What follows belongs to an exercise in optimizing a design on an open flow for small area; a production flow would make more cautious choices. The RTL was checked by simulation tests, not by an equivalence proof against the original design.

==> run a: inputs <==
==> flow/design.v (excerpt) <==
module Top_FFT #(parameter INTEGER_SIZE = 8, FRACT_SIZE = 8, NFFT = 128) (
    input  wire clk, rst,
    input  wire start_FFT,
    input  wire signed [INTEGER_SIZE+FRACT_SIZE-1:0] serial_in_r, serial_in_i,
    output wire signed [INTEGER_SIZE+FRACT_SIZE-1:0] serial_out_r, serial_out_i,
    output wire end_FFT, data_valid_FFT
);
clock: 12.0 ns
lec_check: 0
cap_margin: 20
core_margin: 2
core_utilization: 60
cts_cluster_diameter: 80
cts_cluster_size: 30
place_density: 0.7
slew_margin: 20
run.sh (not shown) runs the stock make flow with config.mk's settings and CLKGATE_MAP_FILE= SYNTH_SCRIPT=/design/flow/synth_recipe.tcl, a recipe that flattens the netlist after the stock synthesis.
==> run b: changes against run a <==
- CTS_CLUSTER_DIAMETER: 80 -> 100
- CTS_CLUSTER_SIZE: 30 -> 25
==> comparison <==
Run b passed the timing, DRC and antenna checks. Run a finished with timing, DRC and antenna clean.
In run b the clock skew is higher than in run a, by 13 ps.
In final cell count, run a and run b hardly differ.
Count of clock-buffer cells in the layout: run a is lower than run b (15).
In synthesized cell count, run a and run b do not differ.
Worst setup slack: run a is better than run b (23 ps).

==> quartz: inputs <==
Another version of the RTL of Top_FFT (not shown whole).
Settings: LEC_CHECK=0, CAP_MARGIN=5, CORE_MARGIN=2, CORE_UTILIZATION=45, CTS_CLUSTER_DIAMETER=70, CTS_CLUSTER_SIZE=32, PLACE_DENSITY=0.6, SLEW_MARGIN=5; clock period 12.0 ns.
==> pepper (differences from quartz) <==
CORE_UTILIZATION = 60   (was 45)
PLACE_DENSITY = 0.7   (was 0.6)
==> summary of the runs <==
- quartz went through all stages and came out clean. pepper completed with no timing, DRC or antenna violations.
- In area after synthesis, pepper and quartz do not differ.
- Between pepper and quartz, the lower via count is in pepper (gap about 0.35%, measured against quartz).
- Between quartz and pepper, the lower global-route usage is in quartz (gap 6.3 points).
- Routed wire length: pepper is smaller than quartz (0.44%).

==> inputs of v36 <==
Top_FFT, a different RTL version from the one above (not shown whole).
## Top_FFT
module Top_FFT #(parameter INTEGER_SIZE = 8, FRACT_SIZE = 8, NFFT = 128) (
    input  wire clk, rst,
    input  wire start_FFT,
    input  wire signed [INTEGER_SIZE+FRACT_SIZE-1:0] serial_in_r, serial_in_i,
    output wire signed [INTEGER_SIZE+FRACT_SIZE-1:0] serial_out_r, serial_out_i,
    output wire end_FFT, data_valid_FFT
);
reg [8:0] cnt;
always @(posedge clk or negedge rst)
    if (!rst) cnt <= 9'd0;
    else if (start_FFT) cnt <= 9'd1;
    else if (cnt == 9'd0 || cnt == 9'd258) cnt <= 9'd0;
    else cnt <= cnt + 9'd1;
assign data_valid_FFT = (cnt >= 9'd131) && (cnt <= 9'd258);
assign end_FFT = (cnt == 9'd131);
wire signed [15:0] s1_in_r = serial_in_r, s1_in_i = serial_in_i;
wire [6:0] s1_l = cnt[6:0] - 7'd0;
wire s1_b = s1_l[6];
wire [5:0] s1_j = s1_l[5:0];
wire [5:0] s2_l = cnt[5:0] - 6'd0;
wire s2_b = s2_l[5];
wire [4:0] s2_j = s2_l[4:0];
wire [5:0] s3_l = cnt[5:0] - 6'd33;
wire s3_b = s3_l[4];
wire [3:0] s3_j = s3_l[3:0];
wire [4:0] s4_l = cnt[4:0] - 5'd18;
wire s4_b = s4_l[3];
wire [2:0] s4_j = s4_l[2:0];
wire [2:0] s5_l = cnt[2:0] - 3'd3;
wire s5_b = s5_l[2];
wire [1:0] s5_j = s5_l[1:0];
wire [1:0] s6_l = cnt[1:0] - 2'd3;
wire s6_b = s6_l[1];
wire [0:0] s6_j = s6_l[0:0];
wire [0:0] s7_l = cnt[0:0] - 1'd0;
wire s7_b = s7_l[0];
reg [2047:0] s1_dl;
wire signed [15:0] s1_ar = s1_dl[2047:2032], s1_ai = s1_dl[2031:2016];
wire [15:0] s1_gr = s1_in_r & {16{s1_b}}, s1_gi = s1_in_i & {16{s1_b}};
wire s1_sr_s0, s1_sr_c0; assign {s1_sr_c0, s1_sr_s0} = s1_ar[0] + s1_gr[0] + 1'b0;
wire s1_sr_s1, s1_sr_c1; assign {s1_sr_c1, s1_sr_s1} = s1_ar[1] + s1_gr[1] + s1_sr_c0;
wire s1_sr_s2, s1_sr_c2; assign {s1_sr_c2, s1_sr_s2} = s1_ar[2] + s1_gr[2] + s1_sr_c1;
wire s1_sr_s3, s1_sr_c3; assign {s1_sr_c3, s1_sr_s3} = s1_ar[3] + s1_gr[3] + s1_sr_c2;
wire s1_sr_s4, s1_sr_c4; assign {s1_sr_c4, s1_sr_s4} = s1_ar[4] + s1_gr[4] + s1_sr_c3;
wire s1_sr_s5, s1_sr_c5; assign {s1_sr_c5, s1_sr_s5} = s1_ar[5] + s1_gr[5] + s1_sr_c4;
wire s1_sr_s6, s1_sr_c6; assign {s1_sr_c6, s1_sr_s6} = s1_ar[6] + s1_gr[6] + s1_sr_c5;
  ...
clock: 12.0 ns
lec_check: 0
cap_margin: 5
core_margin: 2
core_utilization: 60
cts_buf_list: sky130_fd_sc_hd__clkbuf_8
cts_cluster_diameter: 50
cts_cluster_size: 20
place_density: 0.7
slew_margin: 5
==> v16: changes against v36 <==
Settings changed: CTS_BUF_LIST sky130_fd_sc_hd__clkbuf_8 to default, CTS_CLUSTER_DIAMETER 50 to 70, CTS_CLUSTER_SIZE 20 to 32.
==> v39: changes against v36 <==
Settings changed: CORE_UTILIZATION 60 to 65, CTS_CLUSTER_DIAMETER 50 to 70, CTS_CLUSTER_SIZE 20 to 14, PLACE_DENSITY 0.7 to 0.72.
==> flow_metrics.py <==
metrics = {
    "outcome": {
        "status": "timing/DRC/antenna clean",
    },
    "placement": {
        "dp_slack_ps": 196,
    },
    "cells_and_area": {
        "final_cell_mix": "dfxtp_1, fa_1, inv_1",
    },
    "clock_tree": {
        "clk_latency_ps": 1120,
    },
    "sta": {
        "max-slew-margin-rel": 0.161,
    },
}
The numbers above come from v39.

==> flow_metrics.py <==
metrics = {
    "global_routing": {
        "grt_use_met3": 0.0429,
    },
    "clock_tree": {
        "clk_latency_ps": 1080,
    },
    "outcome": {
        "status": "timing/DRC/antenna clean",
    },
    "cells_and_area": {
        "final_cell_mix": "dfxtp_1, fa_1, inv_1",
    },
    "sta": {
        "max-slew-margin-rel": 0.201,
    },
    "placement": {
        "dp_slack_ps": 86.4,
    },
}
The numbers above come from v36.

==> flow_metrics.py <==
metrics = {
    "worst_hold_path": {
        "min_path_cells": 0,
    },
    "clock_tree": {
        "clk_latency_ps": 880,
    },
    "placement": {
        "dp_slack_ps": 86.4,
    },
    "outcome": {
        "status": "timing/DRC/antenna clean",
    },
    "synth": {
        "netlist.area_leader.share": 0.629,
    },
    "global_routing": {
        "grt_use_met2": 0.370,
    },
    "cells_and_area": {
        "seq_share": 0.586,
        "final_cell_mix": "dfxtp_1, fa_1, inv_1",
    },
    "drt": {
        "routed-via-count": 69077,
        "drc": 0,
    },
    "sta": {
        "max-slew-margin-rel": 0.206,
    },
}
The numbers above come from v16.


==> 09-01 <==
Another version of the RTL of Top_FFT (not shown whole).
==> flow/config.mk <==
export PLATFORM = sky130hd
export DESIGN_NAME = Top_FFT
export DESIGN_NICKNAME = Top_FFT
export VERILOG_FILES = /design/flow/design.v
export SDC_FILE = /design/flow/constraint.sdc
export NUM_CORES = 4
export LEC_CHECK = 0
export CAP_MARGIN = 20
export CORE_MARGIN = 2
export CORE_UTILIZATION = 60
export CTS_CLUSTER_DIAMETER = 100
export CTS_CLUSTER_SIZE = 25
export PLACE_DENSITY = 0.7
export SLEW_MARGIN = 20
==> flow/constraint.sdc <==
create_clock -name core_clock -period 12.0 [get_ports {clk}]
set_input_delay 2.4000 -clock core_clock [delete_from_list [all_inputs] [get_ports {clk}]]
set_output_delay 2.4000 -clock core_clock [all_outputs]
set_load 0.01 [all_outputs]
==> 01-26: changes against 09-01 <==
- CAP_MARGIN: 20 -> 5
- CTS_CLUSTER_DIAMETER: 100 -> 70
- CTS_CLUSTER_SIZE: 25 -> 32
- SLEW_MARGIN: 20 -> 5
==> results.toml <==
[place]
dpl_cell_area_sq_um = 140000
dp_cells = 13200
post-place-ws_ns = 0.704

[global_routing]
global_route.usage.met2 = 0.362
antenna_found_initial = 14
grt_pass1_wl_um = 415000

[outcome]
status = "timing/DRC/antenna clean"

[timing]
fin_skew_ns = 0.0835
slew_headroom = 0.0676

[cells_and_area]
stdcell_area_sq_um = 145000
syn2layout_area_growth_pct = 7.38
multi_input_area_share = 0.317
post-route-util = 0.647
final_cells = 13500
nNetsFinal = 11700

[setup_path]
regToRegSetupSlack_ns = 0.82

[route]
first_pass_iters = 6
first_iter_violations = 5224
Source of the figures above: 01-26

==> results.toml <==
[outcome]
status = "timing/DRC/antenna clean"

[setup_path]
regToRegSetupSlack_ns = 0.90

[cells_and_area]
final_cells = 13500
nNetsFinal = 11700

[global_routing]
antenna_found_initial = 12
grt_pass1_wl_um = 415000

[timing]
slew_headroom = 0.172
fin_skew_ns = 0.102

[route]
first_pass_iters = 7

[place]
dp_cells = 13200
Source of the figures above: 09-01


==> inputs of build 37 <==
Top_FFT with an RTL version that a note above also has.
make LEC_CHECK=0 CAP_MARGIN=5 CORE_MARGIN=2 CORE_UTILIZATION=60 CTS_BUF_LIST=sky130_fd_sc_hd__clkbuf_8 CTS_CLUSTER_DIAMETER=60 CTS_CLUSTER_SIZE=16 PLACE_DENSITY=0.7 SLEW_MARGIN=5 finish   # period 12.0 ns
==> trial 17: changes against build 37 <==
--- a/flow/config.mk
+++ b/flow/config.mk
@@ -8,8 +8,8 @@
 export CAP_MARGIN = 5
 export CORE_MARGIN = 2
-export CORE_UTILIZATION = 60
+export CORE_UTILIZATION = 65
 export CTS_BUF_LIST = sky130_fd_sc_hd__clkbuf_8
 export CTS_CLUSTER_DIAMETER = 60
 export CTS_CLUSTER_SIZE = 16
-export PLACE_DENSITY = 0.7
+export PLACE_DENSITY = 0.72
 export SLEW_MARGIN = 5
==> results.cfg <==
[global_route]
grt_pass1_wl_um = 422000
grt_max_degree = 83

[floorplan]
fp.coreArea_um2 = 205000
start_util_pct = 65.5
dieArea_um2 = 211000

[clocking]
clock_latency_ns = 1.12

[cells_and_area]
multi_input_area_um2 = 45200

[placement]
dp_slack_ns = 0.196

[outcome]
status = timing/DRC/antenna clean

[setup_path]
critPathSlowestCell = clkdlybuf4s50_1
rrSetupSlack_ns = 0.91

[min_path]
hold_start = s1_dl[701]
-- figures above: trial 17

==> results.cfg <==
[floorplan]
fp.coreArea_um2 = 223000
dieArea_um2 = 228000
start_util_pct = 60.4

[yosys]
synth_mux_area_share_pct = 1.07
synth.cell_area_um2 = 134000

[outcome]
status = timing/DRC/antenna clean

[cells_and_area]
largest_register_ff_count = 2048
multi_input_area_um2 = 45200

[placement]
dp_slack_ns = 0.0864

[min_path]
hold_start = s1_dl[1852]

[global_route]
grt_pass1_wl_um = 425000

[setup_path]
rrSetupSlack_ns = 1.05
-- figures above: build 37


==> inputs of raven <==
Another version of the RTL of Top_FFT (not shown whole).
==> flow/config.mk <==
export PLATFORM = sky130hd
export DESIGN_NAME = Top_FFT
export DESIGN_NICKNAME = Top_FFT
export VERILOG_FILES = /design/flow/design.v
export SDC_FILE = /design/flow/constraint.sdc
export NUM_CORES = 4
export LEC_CHECK = 0
export CAP_MARGIN = 5
export CORE_MARGIN = 2
export CORE_UTILIZATION = 65
export CTS_BUF_LIST = sky130_fd_sc_hd__clkbuf_8
export CTS_CLUSTER_DIAMETER = 60
export CTS_CLUSTER_SIZE = 16
export PLACE_DENSITY = 0.72
export SLEW_MARGIN = 5
==> flow/constraint.sdc <==
create_clock -name core_clock -period 12.0 [get_ports {clk}]
set_input_delay 2.4000 -clock core_clock [delete_from_list [all_inputs] [get_ports {clk}]]
set_output_delay 2.4000 -clock core_clock [all_outputs]
set_load 0.01 [all_outputs]
standard.sh (not shown) runs the stock make flow with config.mk's settings and CLKGATE_MAP_FILE= SYNTH_SCRIPT=/design/flow/synth_recipe.tcl, a recipe that flattens the netlist after the stock synthesis.
==> flow/flow/run.sh <==
#!/bin/bash
# The standard layout (standard.sh) with two changes: clock tree synthesis without dummy loads
# (the CTS arguments are otherwise those that config.mk's CTS settings give the standard flow), and
# every input and output port still gets its own buffer, but a sky130_fd_sc_hd__buf_1.
set -o pipefail
export CTS_ARGS="-sink_clustering_enable -repair_clock_nets -sink_clustering_size 16 -sink_clustering_max_diameter 60 -buf_list sky130_fd_sc_hd__clkbuf_8 -dont_use_dummy_load"
export BUFFER_PORTS_ARGS="-buffer_cell sky130_fd_sc_hd__buf_1"
echo "CTS_ARGS=$CTS_ARGS" > run.log
echo "BUFFER_PORTS_ARGS=$BUFFER_PORTS_ARGS" >> run.log
bash standard.sh > standard.log 2>&1
status=$?
echo "standard.sh exit $status" >> run.log
exit $status
==> onyx (differences from raven) <==
==> flow/run.sh (new file) <==
#!/bin/bash
# synth_recipe.tcl (not shown) runs the flow's synth.tcl, then flattens the netlist and writes it again
# the make line also repeats each setting of config.mk as NAME=value (left out here)
make -C /OpenROAD-flow-scripts/flow DESIGN_CONFIG=/design/flow/config.mk WORK_HOME=/design/flow/orfs CLKGATE_MAP_FILE= SYNTH_SCRIPT=/design/flow/synth_recipe.tcl finish
removed: flow/flow/run.sh
removed: flow/standard.sh
==> qor summary <==
quantity                                                       onyx           raven
Run status                                           finished clean  finished clean
Proportion of cell area spent on the clock network            3.48%           3.12%
Net count of the finished layout                              11600           11600
Vias                                                          69600           69700
HP Start                                                 s2_dl[332]       s3_dl[51]
Sequential share of cell area                                 59.1%           59.6%
Antenna violations before repair                                 23              24
Layout Utilization                                            70.0%           69.5%
Critical-path top delay cell                        clkdlybuf4s50_1           buf_4
Overall routed net length                                 271000 um       272000 um
Worst slew margin relative to its limit                       7.49%           12.9%
Final worst slack                                          0.429 ns        0.597 ns

==> fjord: inputs <==
Top_FFT again, from the RTL that the note above started with.
export LEC_CHECK = 0
export CAP_MARGIN = 5
export CORE_MARGIN = 2
export CORE_UTILIZATION = 65
export CTS_BUF_LIST = sky130_fd_sc_hd__clkbuf_8
export CTS_CLUSTER_DIAMETER = 70
export CTS_CLUSTER_SIZE = 14
export PLACE_DENSITY = 0.72
export SLEW_MARGIN = 5
create_clock -name core_clock -period 12.0 [get_ports {clk}]
run.sh (not shown) runs the stock make flow with config.mk's settings and CLKGATE_MAP_FILE= SYNTH_SCRIPT=/design/flow/synth_recipe.tcl, a recipe that flattens the netlist after the stock synthesis.
Stock flow here: none of the scripts above is used.
==> xenon (differences from fjord) <==
==> flow/flow/run.sh (new file) <==
#!/bin/bash
# The standard layout (standard.sh) with one change: clock tree synthesis without dummy loads.
# The CTS arguments are otherwise those that config.mk's CTS settings give the standard flow.
set -o pipefail
export CTS_ARGS="-sink_clustering_enable -repair_clock_nets -sink_clustering_size 16 -sink_clustering_max_diameter 60 -buf_list sky130_fd_sc_hd__clkbuf_8 -dont_use_dummy_load"
echo "CTS_ARGS=$CTS_ARGS" > run.log
bash standard.sh > standard.log 2>&1
status=$?
echo "standard.sh exit $status" >> run.log
exit $status
==> flow/standard.sh (new file) <==
#!/bin/bash
# synth_recipe.tcl (not shown) runs the flow's synth.tcl, then flattens the netlist and writes it again
# the make line also repeats each setting of config.mk as NAME=value (left out here)
make -C /OpenROAD-flow-scripts/flow DESIGN_CONFIG=/design/flow/config.mk WORK_HOME=/design/flow/orfs CLKGATE_MAP_FILE= SYNTH_SCRIPT=/design/flow/synth_recipe.tcl "${@:-finish}"
--- a/flow/config.mk
+++ b/flow/config.mk
@@ -11,4 +11,4 @@
 export CTS_BUF_LIST = sky130_fd_sc_hd__clkbuf_8
-export CTS_CLUSTER_DIAMETER = 70
-export CTS_CLUSTER_SIZE = 14
+export CTS_CLUSTER_DIAMETER = 60
+export CTS_CLUSTER_SIZE = 16
 export PLACE_DENSITY = 0.72
removed: flow/run.sh
==> results by group <==
Outcome
  • Outcome: complete, no violations

Cells and area
  • Area grow syn2layout: 6.71%
  • Layout Nets: 11,600

Clocking
  • Clk latency of the worst-skew pair: 1.06 ns

Global routing
  • Met3 Resource Use GR: 4.60%

Critical path
  • Arrival @ worst endpoint: 9.16 ns
# the run above: xenon

==> results by group <==
Outcome
  • Outcome: complete, no violations

Global routing
  • Met3 Resource Use GR: 4.36%
  • Global-route wire length before repair: 429 mm

Clocking
  • Clk latency of the worst-skew pair: 1.09 ns

Cells and area
  • Layout Nets: 11,700
  • Area grow syn2layout: 7.29%

Critical path
  • FF-to-FF path depth: 41
  • Arrival @ worst endpoint: 9.19 ns

Synth
  • Largest family of logic cells by synthesized area: adder cells
# the run above: fjord

==> what the ideal ports hide <==
The results above use ideal ports. As a check the final layouts listed here were re-extracted and re-timed, cells and wires unchanged.
Step 1 (the two cells are an assumption about what drives the block):
set clk [get_ports {clk}]
set_driving_cell -lib_cell sky130_fd_sc_hd__clkbuf_16 $clk
set_driving_cell -lib_cell sky130_fd_sc_hd__buf_2 [delete_from_list [all_inputs] $clk]
Step 2 times the ports against the registers' clock, not the clock port: input delays grow and output delays shrink by t, the midpoint of the rising clock arrivals with the driver on.
Slacks: no drivers / after step 1 / after step 2; pairs: no drivers / after step 1.
| run | shift t [ns] | setup slack, ns | latest minus earliest clock arrival (ns) |
|---|---|---|---|
| run a | 0.963 | 0.606 / 0.512 / 0.217 | 0.082 / 0.082 |
| run b | 0.968 | 0.583 / 0.488 / 0.201 | 0.105 / 0.105 |
| quartz | 0.978 | 0.393 / 0.298 / 0.407 | 0.083 / 0.083 |
| pepper | 0.937 | 0.488 / 0.390 / 0.420 | 0.075 / 0.076 |
| v36 | 1.104 | 0.594 / 0.504 / -0.019 | 0.136 / 0.136 |
| v16 | 0.921 | 0.689 / 0.600 / -0.022 | 0.091 / 0.091 |
| v39 | 1.139 | 0.620 / 0.534 / 0.169 | 0.133 / 0.134 |
| 09-01 | 0.921 | 0.589 / 0.494 / 0.528 | 0.110 / 0.110 |
| 01-26 | 0.939 | 0.590 / 0.495 / 0.528 | 0.088 / 0.088 |
| build 37 | 1.122 | 0.548 / 0.465 / -0.079 | 0.142 / 0.142 |
| trial 17 | 1.155 | 0.600 / 0.504 / 0.094 | 0.117 / 0.117 |
| raven | 1.103 | 0.597 / 0.514 / 0.230 | 0.180 / 0.180 |
| onyx | 1.107 | 0.429 / 0.343 / 0.118 | 0.154 / 0.154 |
| fjord | 1.119 | 0.411 / 0.328 / 0.184 | 0.123 / 0.123 |
| xenon | 1.097 | 0.435 / 0.348 / 0.135 | 0.169 / 0.169 |
With both steps, setup timing fails in v36, v16 and build 37, where it was met with ideal ports. The setup slack of v16, which loses most, moves by -0.089 ns with the drivers and by -0.711 ns with both steps.
